What follows belongs to an exercise in optimizing a design on an open flow for small area, a short achievable clock period and few clock cycles; a production flow would make more cautious choices.
In this exercise RTL edits were held to simulation tests only and were not proved equivalent to the original.
Power and IR drop assume default switching activity.

### run.sh
#!/bin/bash
# synth_recipe.tcl (not shown) runs the flow's synth.tcl, then flattens the netlist and writes it again
# the make line also repeats each setting of config.mk as NAME=value (left out here)
make -C /OpenROAD-flow-scripts/flow DESIGN_CONFIG=/design/flow/config.mk WORK_HOME=/design/flow/orfs CLKGATE_MAP_FILE= SYNTH_SCRIPT=/design/flow/synth_recipe.tcl finish
### config.mk
export PLATFORM = sky130hd
export DESIGN_NAME = Sobel
export DESIGN_NICKNAME = Sobel
export VERILOG_FILES = /design/flow/design.v
export SDC_FILE = /design/flow/constraint.sdc
export NUM_CORES = 4
export LEC_CHECK = 0
export CAP_MARGIN = 20
export CORE_MARGIN = 2
export CORE_UTILIZATION = 55
export SETUP_SLACK_MARGIN = 2.5
export SLEW_MARGIN = 20
### constraint.sdc
create_clock -name core_clock -period 5.0 [get_ports {ap_clk}]
set_input_delay 1.0000 -clock core_clock [delete_from_list [all_inputs] [get_ports {ap_clk}]]
set_output_delay 1.0000 -clock core_clock [all_outputs]
set_load 0.01 [all_outputs]
### design.v
`timescale 1 ns / 1 ps
module Sobel (
    input         ap_clk,
    input         ap_rst,
    input         ap_start,
    output        ap_done,
    output        ap_idle,
    output        ap_ready,
    input  [31:0] p_src_mat_rows_read,
    input  [31:0] p_src_mat_cols_read,
    output [11:0] p_src_mat_data_V_address0,
    output        p_src_mat_data_V_ce0,
    input  [7:0]  p_src_mat_data_V_q0,
    output [11:0] p_dst_matx_data_V_address0,
    output        p_dst_matx_data_V_ce0,
    output        p_dst_matx_data_V_we0,
    output [7:0]  p_dst_matx_data_V_d0,
    output [11:0] p_dst_maty_data_V_address0,
    output        p_dst_maty_data_V_ce0,
    output        p_dst_maty_data_V_we0,
    output [7:0]  p_dst_maty_data_V_d0
);
localparam LH = 3;             
localparam H  = 1 << LH;       
localparam PW = LH + 1;        
localparam NS = LH + 1;        
wire [12:0] R_in = p_src_mat_rows_read[12:0];
wire [6:0]  C_in = p_src_mat_cols_read[6:0];
reg          busy;             
reg          run;              
reg  [5:0]   cm1;              
reg  [12:0]  rem;              
reg          nfull;            
reg          nlast;            
reg  [PW-1:0] nvlen;           
reg          last;             
reg  [PW-1:0] vlen;            
reg  [PW-1:0] p;               
reg          colend;           
reg  [5:0]   cr;               
reg          lastcol;          
reg          col0, col1;       
reg          c1;               
reg          k_col, k_new;     
reg          k_ci;             
reg          flush;            
reg          ovl;              
reg          s0;               
reg          t0;               
reg  [11:0]  rd;               
reg  [11:0]  cb;               
reg          rdce;
wire accept  = !busy && ap_start;
wire st_new  = colend && (flush ? !last : (lastcol && !last && nfull));   
wire st_fl   = colend && !flush && lastcol && (last || !nfull);            
wire st_col  = colend && !flush && !lastcol;                               
wire st_end  = colend && flush && last;
wire [11:0] ad_a = k_col ? cb : rd;
wire [11:0] ad_b = k_new ? ~{5'd0, cm1, 1'b1} : k_col ? 12'd0 : {6'd0, cm1};
wire [11:0] ad_s = ad_a + ad_b + k_ci;
wire         n_run    = run && !st_end;
wire         n_flush  = st_fl ? 1'b1 : st_new ? 1'b0 : flush;
wire         n_last   = st_new ? nlast : last;
wire [PW-1:0] n_p     = colend ? {PW{1'b0}} : p + 1'b1;
wire         n_colend = !colend && (p == vlen);
wire         n_kcol   = n_colend && !flush && (!lastcol || last || !nfull);
wire         n_knew   = n_colend && (flush ? !last : (lastcol && !last && nfull));
always @(posedge ap_clk) begin
    if (ap_rst) begin
        busy <= 1'b0;
        run  <= 1'b0;
        rdce <= 1'b0;
    end else if (accept) begin
        busy <= 1'b1;
        run  <= 1'b1;
        rdce <= 1'b1;
    end else begin
        if (ap_done) busy <= 1'b0;
        run  <= n_run;
        rdce <= n_run && !n_flush && !(n_last && n_colend);
    end
end
always @(posedge ap_clk) begin
    nfull <= (rem >= 2*H + 1);
    nlast <= (rem <= 2*H + 1);
    nvlen <= (rem <= 2*H + 1) ? rem[PW-1:0] - (H + 1) : H;
    if (accept) begin
        cm1    <= C_in[5:0] - 1'b1;
        rem    <= R_in;
        last   <= (R_in <= H + 1);
        vlen   <= (R_in <= H + 1) ? R_in[PW-1:0] - 1'b1 : H;
        p      <= 0;
        colend <= 1'b0;
        flush  <= 1'b0;
        ovl    <= 1'b0;
        s0     <= 1'b1;
        t0     <= 1'b1;
        rd     <= 12'd0;
        cb     <= 12'd0;
        cr     <= C_in[5:0] - 1'b1;
        lastcol <= (C_in[5:0] == 6'd1);
        c1     <= (C_in[5:0] == 6'd1);
        col0   <= 1'b1;
        col1   <= 1'b0;
        k_col  <= 1'b0;
        k_new  <= 1'b0;
        k_ci   <= 1'b1;
    end else begin
        k_col  <= n_kcol;
        k_new  <= n_knew;
        k_ci   <= !(n_knew && flush);
        p      <= n_p;
        colend <= n_colend;
        flush  <= n_flush;
        last   <= n_last;
        rd <= ad_s;
        if (k_col || k_new) cb <= ad_s;
        if (st_new) begin
            rem  <= rem - H;
            vlen <= nvlen;
            s0   <= 1'b0;
            cr   <= cm1;
            lastcol <= c1;
            col0 <= 1'b1;
            col1 <= 1'b0;
            ovl  <= !flush;
            t0   <= s0;
        end
        if (st_fl || st_col) begin
            cr   <= cr - 1'b1;
            lastcol <= (cr == 6'd1);
            col0 <= 1'b0;
            col1 <= col0;
            ovl  <= 1'b0;
            t0   <= s0;
        end
    end
end
assign p_src_mat_data_V_address0 = rd;
assign p_src_mat_data_V_ce0      = rdce;
wire m_valid  = run && (!col0 || ovl) && ((p >= 2) || (p == 1 && t0));
wire m_top    = t0 && (p == 1);
wire m_left   = ovl ? c1 : col1;
wire m_last   = run && st_end;
wire m_fcol   = t0 ? (p == 1) : (p == 2);
wire m_fstrip = m_left && !t0;
reg m1_valid, m1_top, m1_left, m1_right, m1_last, m1_fcol, m1_fstrip;
reg m2_valid, m2_right, m2_last, m2_fcol, m2_fstrip;
reg m3_valid, m3_right, m3_last, m3_fcol, m3_fstrip;
reg ce_d1;
always @(posedge ap_clk) begin
    if (ap_rst) begin
        m1_valid <= 1'b0; m1_last <= 1'b0;
        m2_valid <= 1'b0; m2_last <= 1'b0;
        m3_valid <= 1'b0; m3_last <= 1'b0;
        ce_d1 <= 1'b0;
    end else begin
        m1_valid <= m_valid;  m1_last <= m_last;
        m2_valid <= m1_valid; m2_last <= m1_last;
        m3_valid <= m2_valid; m3_last <= m2_last;
        ce_d1 <= rdce;
    end
end
always @(posedge ap_clk) begin
    m1_top <= m_top; m1_left <= m_left; m1_right <= ovl; m1_fcol <= m_fcol; m1_fstrip <= m_fstrip;
    m2_right <= m1_right; m2_fcol <= m1_fcol; m2_fstrip <= m1_fstrip;
    m3_right <= m2_right; m3_fcol <= m2_fcol; m3_fstrip <= m2_fstrip;
end
reg  [NS-1:0] sen;
always @(posedge ap_clk) begin
    if (vlen[LH]) sen <= {NS{1'b1}};
    else          sen <= {1'b0, vlen[LH-1:0]};
end
reg [7:0] e0, e1, e2, f0, f1, f2, g0, g1, g2;
reg [8*H-1:0] va, vb;
wire [7:0] ca [0:NS];
wire [7:0] cv [0:NS];
assign ca[0] = e1;
assign cv[0] = f1;
genvar gi, gj;
generate
    for (gi = 0; gi < NS; gi = gi + 1) begin : seg
        localparam integer LEN  = (gi < LH) ? (1 << gi) : 1;
        localparam integer BASE = (gi < LH) ? ((1 << gi) - 1) : (H - 1);
        always @(posedge ap_clk) begin
            va[8*BASE +: 8] <= ca[gi];
            vb[8*BASE +: 8] <= cv[gi];
        end
        for (gj = 1; gj < LEN; gj = gj + 1) begin : st
            always @(posedge ap_clk) begin
                va[8*(BASE+gj) +: 8] <= va[8*(BASE+gj-1) +: 8];
                vb[8*(BASE+gj) +: 8] <= vb[8*(BASE+gj-1) +: 8];
            end
        end
        assign ca[gi+1] = sen[gi] ? va[8*(BASE+LEN-1) +: 8] : ca[gi];
        assign cv[gi+1] = sen[gi] ? vb[8*(BASE+LEN-1) +: 8] : cv[gi];
    end
endgenerate
always @(posedge ap_clk) begin
    e0 <= ce_d1 ? p_src_mat_data_V_q0 : 8'd0;
    e1 <= e0;
    e2 <= (m1_top || m1_right) ? 8'd0 : e1;
    f0 <= ca[NS];
    f1 <= f0;
    f2 <= m1_top ? 8'd0 : f1;
    g0 <= m1_left ? 8'd0 : cv[NS];
    g1 <= g0;
    g2 <= m1_top ? 8'd0 : g1;
end
wire [7:0] d0y = m2_right ? 8'd0 : e0;
reg [9:0] sxp, sxm, syp, sym;
always @(posedge ap_clk) begin
    sxp <= {2'd0, e2} + {1'd0, e1, 1'b0} + {2'd0, e0};
    sxm <= {2'd0, g2} + {1'd0, g1, 1'b0} + {2'd0, g0};
    syp <= {2'd0, g0} + {1'd0, f0, 1'b0} + {2'd0, d0y};
    sym <= {2'd0, g2} + {1'd0, f2, 1'b0} + {2'd0, e2};
end
wire [10:0] gx = {1'b0, sxp} - {1'b0, sxm};
wire [10:0] gy = {1'b0, syp} - {1'b0, sym};
wire [7:0] cx = (gx[10] || m3_right) ? 8'd0 : (|gx[9:8]) ? 8'd255 : gx[7:0];
wire [7:0] cy = gy[10] ? 8'd0 : (|gy[9:8]) ? 8'd255 : gy[7:0];
reg [7:0]  ox, oy;
reg [11:0] oa, wcb;
reg        owe, odone;
wire [11:0] wa_a = (m3_fcol && !m3_fstrip) ? wcb : oa;
wire [11:0] wa_n = wa_a + (m3_fcol ? 12'd0 : {6'd0, cm1}) + 1'b1;
always @(posedge ap_clk) begin
    ox <= cx;
    oy <= cy;
    if (accept) wcb <= 12'hfff;
    else if (m3_valid && m3_fcol) wcb <= wa_n;
    if (m3_valid) oa <= wa_n;
end
always @(posedge ap_clk) begin
    if (ap_rst) begin
        owe   <= 1'b0;
        odone <= 1'b0;
    end else begin
        owe   <= m3_valid;
        odone <= m3_last;
    end
end
assign p_dst_matx_data_V_address0 = oa;
assign p_dst_matx_data_V_ce0      = owe;
assign p_dst_matx_data_V_we0      = owe;
assign p_dst_matx_data_V_d0       = ox;
assign p_dst_maty_data_V_address0 = oa;
assign p_dst_maty_data_V_ce0      = owe;
assign p_dst_maty_data_V_we0      = owe;
assign p_dst_maty_data_V_d0       = oy;
assign ap_done  = odone;
assign ap_ready = odone;
assign ap_idle  = !busy && !ap_start;
endmodule
==> notes.md <==
==> cells in the final DEF (no fill, tap or decap), types with 44 or more instances in the layout <==
master / count
a21oi_1: 60
clkbuf_16: 44
clkdlybuf4s50_1: 72
dfxtp_1: 327
ha_1: 81
inv_1: 67
mux2_2: 69
nand2_1: 79
nor2_1: 87
nor2b_1: 48
xnor2_1: 51
==> final cells by class <==
cell class	instances	area share, %
Clock buffer	52	6.38
Timing Repair Buffer	133	6.81
Sequential cell	383	44.3
Clock inverter	19	1.11
Inverter	70	1.43
Tap cell	378	2.58
Multi-Input combinational cell	860	37.4
==> registers in the layout, summed over array words and instances, names as in the netlist, 10 cells and up <==
signal,cells
sym,10
rd,12
vb,64
syp,10
oa,12
sxp,10
va,64
wcb,12
sxm,10
cb,12
rem,13
==> metrics by stage <==
step | cells | hold WS, ns | worst slack (ns) | power [mW] | utilization (%)
after floorplan | 1366 | 0.310 | 2.47 | 4.76 | -
after global placement | 1784 | 0.310 | 1.81 | 5.22 | 59.6
after detailed placement | 1784 | 0.312 | 1.76 | 5.25 | 59.6
after CTS | 1875 | 0.325 | 2.47 | 8.35 | 65.4
after global routing | 1895 | 0.328 | 2.37 | 8.81 | 66.6
final | 1895 | 0.323 | 2.51 | 8.38 | 66.6
==> layer usage <==
| metal | track usage (%) | vias up |
|---|---|---|
| li1 | - | 4890 |
| met1 | 24.7 | 4457 |
| met2 | 35.7 | 135 |
| met3 | 3.22 | 49 |
| met4 | 6.17 | 2 |
| met5 | 0 | - |
==> critical path, delay by kind of cell (launching register included) <==
kind | cells | cell delay (ns)
AO/OA/AOI/OAI | 3 | 0.57
adder cells (fa/ha/maj) | 2 | 0.60
XOR/XNOR | 1 | 0.24
AND/OR/NAND/NOR | 2 | 0.18
multiplexers | 1 | 0.32
flip-flops | 1 | 0.38
buffers and inverters | 1 | 0.07
==> cell families (layout without fill, tap and decap cells) <==
group	Yosys count	after routing	synth area share, %
compound gates	212	212	8.85
mux	90	90	6.47
buf+inv	123	274	3.55
fa+ha+maj	123	123	11.9
simple gates	354	354	11.6
xor+xnor	81	81	4.64
flops	383	383	53.0
==> final timing paths <==
| check | endpoint | slack, ns | depth (start not counted) |
|---|---|---|---|
| max | cb[8] | 2.51 | 10 |
| min reg2reg | va[41] | 0.32 | 0 |
| min | va[41] | 0.32 | 0 |
| max reg2reg | cb[8] | 2.51 | 10 |
==> cells in the mapped netlist (3+ instances only) <==
cell	n	area [um2]
dfxtp_1	340	6810
nor2_1	89	334
ha_1	86	1080
nand2_1	80	300
a21oi_1	70	350
mux2_2	70	788
inv_1	69	259
nor2b_1	53	332
xnor2_1	52	455
o21ai_0	49	245
edfxtp_1	43	1290
fa_1	37	741
nor3_1	29	145
xor2_1	29	254
clkbuf_1	25	93.8
and2_1	23	144
mux2i_1	20	200
nand2b_1	20	125
nand3_1	18	90.1
o21a_1	18	135
buf_4	17	128
a21o_1	13	97.6
a211oi_1	11	82.6
nor4_1	9	56.3
and3_1	8	50.1
buf_1	8	30.0
or2_2	8	50.1
o211ai_1	7	52.6
o21bai_1	5	37.5
o31ai_1	4	30.0
nand4_1	3	18.8
o2111a_1	3	33.8
o22ai_1	3	18.8
or3_1	3	18.8
==> power breakdown <==
group | total, mW | switching (mW) | leakage (nW) | internal, mW
clock network | 3.02 | 1.16 | 0.680 | 1.86
logic | 1.82 | 0.923 | 4.15 | 0.895
registers | 3.54 | 0.154 | 3.18 | 3.39
==> repair_timing <==
item | in CTS | in global routing
pin swaps | 8 | 34
buffers inserted | 20 | 20
setup endpoints to repair | 99 | 63
gates resized for setup | 36 | 51
==> out/metrics.csv <==
metric,value,unit
regArea,0.00813,mm2
portBuffers,89,
cp-start-kind,flip-flop,
syn_to_final_growth,20.1,%
hpwlAfterDp,20000,um
cp_slowest_cell,fa_2,
cp-end-kind,flip-flop,
cpMostUsedCell,fa_2,
multi_input_area,0.00686,mm2
overflow,0,
drt_first_pass_iters,5,
fillerInstances,2181,
syn_inst,1366,
async_reset_ff_share,0,%
power_density,457,mW/mm2
synth_ff_type,dfxtp_1,
outcome,"complete, no violations",
synth_warnings,1,
antenna_found_initial,1,
start_util,55.4,%
h-tree-depth,2,
clock-root-buffer,clkbuf_16,
netlist_area,0.0153,mm2
met3_length,908,um
finalHoldViolCount,0,
dieArea,0.0291,mm2
die_x,171,um
synth_edf_count,43,
crit_path_start,k_col,
ios,135,
synth_fp_nets,1564,
syn_area_per_cell,11.2,um2
fmaxAchievable,402,MHz
tns,0,ns
path_cells,mux2_4 > fa_2 > inv_2 > fa_2 > nor2b_2 > o211ai_1 > nand2_1 > a221oi_2 > xor2_1 > o31ai_1,
period_share,49.7,%
slew_headroom,34.1,%
fin_crit,2.49,ns
vdd_drop_max,0.000223,V
wl_met1,12800,um
path_max_fanout,6,
r2r-start,k_col,
grt_pass1_wl,46200,um
total_leakage_power,8.02,nW
via_per_inst,5.03,
rsz0062_at_grt,yes,
drc,0,
synth_cell_types,65,
worst_pin_slew,0.987,ns
maxUsedRoutingLayer,met5,
wire_per_inst,15.3,um
required,5.37,ns
grt_pass1_vias,9359,
cts_hold_buf,0,
critPathKind,reg -> reg,
skew,0.00947,ns
yosysSeqAreaShare,53.0,%
insertion_delay,0.51,ns
drive_gt1_share,17.0,%
design_area,0.0183,mm2
dr_wl_met2,14500,um
grt_use_total,20.0,%
slew_violations,0,
core_area,0.0276,mm2
ant_nets,0,
hp-class,reg -> reg,
fp-row-count,61,
die_h,171,um
num_vias,9533,
clockBufferDepth,3,
gp_congestion,0.811,
max_stage_delay,0.39,ns
antennaDiodeCount,0,
cap_violations,0,
drt-total-wl,29000,um
cts_tree,done,
cts_buffers,39,
path_clk_slew,0.06,ns
grt_max_degree,65,
crit_arrival,2.86,ns
synth.ff_latch_count,383,
drtIter0Drc,361,
numClockSinks,383,
fin_nets,1685,
holdCritStartpoint,va[33],
placed_area,0.0164,mm2
finalSetupViolCount,0,
Testbench counts, summed over its fixed seeds: cycles 92,522.

==> static timing again, ports no longer ideal <==
How much do the figures lean on ideal ports? The routed layout below was timed once more, with nothing changed but the port constraints.
Step 1 assumes that a clkbuf_16 drives the clock port and a buf_2 every other input.
Step 2 moves the port delays by t, midway between the first and last clock arrival at a register: inputs arrive t later, outputs are due t later. That takes back most of the time a late clock gives input paths.
a / b / c = ideal ports / drivers / drivers and shift; a / b = the first two.
shift t [ns]: 0.561
setup slack, ns: 2.513 / 2.510 / 2.053
hold slack, ns: 0.323 / 0.323 / 0.323
worst setup path at the end: input to register
slew at the worst register clock pin (ns): 0.06 / 0.06
After both steps setup and hold are still met in this run. The setup slack of this run moves by -0.003 ns with the drivers and by -0.460 ns with both steps.
